Source: an optimization exercise on an open RTL-to-GDS flow (aim: small area, a short achievable clock period and few clock cycles per item). Production flows keep margins and buffers that such runs may drop.
Where RTL was checked, it was by simulation tests only, not by an equivalence proof against the original.

v6:
## geofence
module geofence (clk,
                 reset,
                 X,
                 Y,
                 valid,
                 is_inside);
    input clk;
    input reset;
    input [9:0] X;
    input [9:0] Y;
    output valid;
    output is_inside;
    reg [3:0] cnt;
    reg [9:0] px, py;
    reg [10:0] ux, sx, sy, ex, ey;        
    reg uys;                              
    reg [9:0] uyn;                        
    wire [10:0] uy = {uys, ~uyn};
    reg ins, vld;
    wire ncs, nce;
    wire cs = ~ncs, ce = ~nce;
    wire [9:0] nsx = ~sx[9:0], nex = ~ex[9:0], nuy = uyn;
    CrossProduct C0 (.ax(sx), .ay(sy), .bx(ux), .by(uy), .nax(nsx), .nby(nuy), .npos(ncs));
    CrossProduct C1 (.ax(ex), .ay(ey), .bx(ux), .by(uy), .nax(nex), .nby(nuy), .npos(nce));
    assign valid = vld;
    assign is_inside = ins;
    always @(posedge clk or posedge reset) begin
        if (reset) begin
            cnt <= 4'd0;
            vld <= 1'b0;
        end else begin
            cnt <= (cnt == 4'd8) ? 4'd0 : cnt + 4'd1;
            vld <= (cnt == 4'd7);
        end
    end
    wire [10:0] dx = {1'b0, X} - {1'b0, px};
    wire [10:0] dy = {1'b0, Y} - {1'b0, py};
    wire [9:0] lx, ly;    
    assign lx[0] = 1'b0;
    assign ly[0] = 1'b0;
    genvar j;
    generate
        for (j = 1; j < 10; j = j + 1) begin : neg
            assign lx[j] = lx[j-1] | dx[j-1];
            assign ly[j] = ly[j-1] | dy[j-1];
        end
    endgenerate
    wire [9:0] mx = dx[9:0] ^ ({10{dx[10]}} & lx);
    wire [9:0] my = dy[9:0] ^ ({10{dy[10]}} & ly);
    wire place = cnt >= 4'd3 && cnt <= 4'd7;
    always @(posedge clk) begin
        if (cnt == 4'd0) begin
            px <= X;
            py <= Y;
        end
        ux <= {dx[10], mx};
        uys <= dy[10];
        uyn <= ~my;
        if (cnt == 4'd2 || (place && !cs && !ce)) begin
            sx <= ux;
            sy <= uy;
        end
        if (cnt == 4'd2 || (place && cs && ce)) begin
            ex <= ux;
            ey <= uy;
        end
        if (cnt == 4'd2)
            ins <= 1'b0;
        else if (place && !cs && ce)
            ins <= 1'b1;
    end
endmodule
For scale: about 14000 sq um of cells after synthesis.
clock: 7.5 ns
lec_check: 0
cap_margin: 20
core_margin: 2
core_utilization: 40
cts_buf_list: sky130_fd_sc_hd__clkbuf_4 sky130_fd_sc_hd__clkbuf_8
setup_slack_margin: 1.75
slew_margin: 20
synth_hierarchical: 1
synth_minimum_keep_size: 0
run.sh (not shown) runs the stock make flow with config.mk's settings and CLKGATE_MAP_FILE= SYNTH_SCRIPT=/design/flow/synth_recipe.tcl, a recipe that flattens the netlist after the stock synthesis.
Here is what was changed in the inputs of v7 compared with v6.
--- a/flow/design.v
+++ b/flow/design.v
@@ -15,30 +15,30 @@
     assign p = ~(ph | pl);
 endmodule
 module MGP (input gh, input ph, input gl, input pl, output g, output p);
     assign g = ~(gh | (ph & gl));
     assign p = ~(ph & pl);
 endmodule
 module INV2 (input g, input p, output gn, output pn);
     assign gn = ~g;
     assign pn = ~p;
 endmodule
-module CSELN (input s, input a, input b, output yn);
-    assign yn = ~(s ? a : b);
+module CSEL (input s, input a, input b, output y);
+    assign y = s ? a : b;
 endmodule
 module CrossProduct (input [10:0] ax,
                      input [10:0] ay,
                      input [10:0] bx,
                      input [10:0] by,
                      input [9:0] nax,
                      input [9:0] nby,
-                     output npos);
+                     output pos);
     wire [9:0] na = nax, nb = nby, mc = ay[9:0], md = bx[9:0];
     wire n1 = ax[10] ^ by[10];    
     wire n2 = ay[10] ^ bx[10];    
     wire x, pa, pb;
     assign pa = n1 ? (n2 & ~x) : (n2 | x);
     assign pb = n1 ? (n2 & x) : (n2 | ~x);
     wire p1, q2, p3, q4, p5, q6, p7, q8, p9, q10, p11, q12, p13, q14, p15, q16;
     wire p17, q18, p19, q20, p21, q22, p23, q24, p25, q26, p27, q28, p29, q30, p31, q32;
     wire p33, q34, p35, q36, p37, q38, p39, q40, p41, q42, p43, q44, p45, q46, p47, q48;
     wire p49, q50, p51, q52, p53, q54, p55, q56, p57, q58, p59, q60, p61, q62, p63, q64;
@@ -506,46 +506,45 @@
     MGP mG629 (.gh(G613), .ph(P614), .gl(G615), .pl(P616), .g(G629), .p(P630));
     MGP mG631 (.gh(G617), .ph(P618), .gl(G619), .pl(P620), .g(G631), .p(P632));
     MGP mG633 (.gh(G621), .ph(P622), .gl(G623), .pl(P624), .g(G633), .p(P634));
     MGI mG635 (.gh(G625), .ph(P626), .gl(G627), .pl(P628), .g(G635), .p(P636));
     MGI mG637 (.gh(G629), .ph(P630), .gl(G631), .pl(P632), .g(G637), .p(P638));
     INV2 iG639 (.g(G633), .p(P634), .gn(G639), .pn(P640));
     MGP mG641 (.gh(G635), .ph(P636), .gl(G637), .pl(P638), .g(G641), .p(P642));
     INV2 iG643 (.g(G639), .p(P640), .gn(G643), .pn(P644));
     MGI mG645 (.gh(G641), .ph(P642), .gl(G643), .pl(P644), .g(G645), .p(P646));
     assign x = 1'b1;
-    CSELN usel (.s(G645), .a(pa), .b(pb), .yn(npos));
+    CSEL usel (.s(G645), .a(pa), .b(pb), .y(pos));
 endmodule
 module geofence (clk,
                  reset,
                  X,
                  Y,
                  valid,
                  is_inside);
     input clk;
     input reset;
     input [9:0] X;
     input [9:0] Y;
     output valid;
     output is_inside;
     reg [3:0] cnt;
     reg [9:0] px, py;
     reg [10:0] ux, sx, sy, ex, ey;        
     reg uys;                              
     reg [9:0] uyn;                        
     wire [10:0] uy = {uys, ~uyn};
     reg ins, vld;
-    wire ncs, nce;
-    wire cs = ~ncs, ce = ~nce;
+    wire cs, ce;
     wire [9:0] nsx = ~sx[9:0], nex = ~ex[9:0], nuy = uyn;
-    CrossProduct C0 (.ax(sx), .ay(sy), .bx(ux), .by(uy), .nax(nsx), .nby(nuy), .npos(ncs));
-    CrossProduct C1 (.ax(ex), .ay(ey), .bx(ux), .by(uy), .nax(nex), .nby(nuy), .npos(nce));
+    CrossProduct C0 (.ax(sx), .ay(sy), .bx(ux), .by(uy), .nax(nsx), .nby(nuy), .pos(cs));
+    CrossProduct C1 (.ax(ex), .ay(ey), .bx(ux), .by(uy), .nax(nex), .nby(nuy), .pos(ce));
     assign valid = vld;
     assign is_inside = ins;
     always @(posedge clk or posedge reset) begin
         if (reset) begin
             cnt <= 4'd0;
             vld <= 1'b0;
         end else begin
             cnt <= (cnt == 4'd8) ? 4'd0 : cnt + 4'd1;
             vld <= (cnt == 4'd7);
         end
Findings:
v7 completed every stage of the flow, and the final layout passed the timing, DRC and antenna checks.
Of v6 and v7, the lower sequential share of layout area belongs to v6.
[compare] base=v6 new=v7: worst slack at placement shows a reduction of 0.16 ns; final critical-path share of the clock period shows an increase of 0.39 points.
Looking at initial standard-cell utilization of the core, v7 sits above v6.
uyn[3] as the source of the critical timing path was reported by v7, and ey[4] by v6.
Testbench counts of v7, summed over its fixed seeds: cycles 28,800, tests 3,200.
Only the layout flow was run in v6; the RTL was not checked for function there.

==> static timing again, ports no longer ideal <==
In the flow no input, the clock included, has a driving cell. The finished layouts below were timed again as built, in two steps.
Step 1 assumes that a clkbuf_16 drives the clock port and a buf_2 every other input.
Step 2 adds t to the input delays and takes it off the output delays; t is the mean of the earliest and latest rising clock arrival at the registers after step 1. Input paths then give back, and output paths get back, about the clock's delay inside the block.
Slacks: ideal ports / drivers / drivers and shift; pairs: ideal ports / drivers.
run	shift t [ns]	slack for setup (ns)	latest minus earliest clock arrival (ns)	worst register clock-pin slew, ns
v6	0.416	1.955 / 1.955 / 1.955	0.020 / 0.021	0.10 / 0.10
v7	0.398	1.925 / 1.925 / 1.925	0.012 / 0.013	0.09 / 0.09
After both steps setup and hold are still met in every run listed.
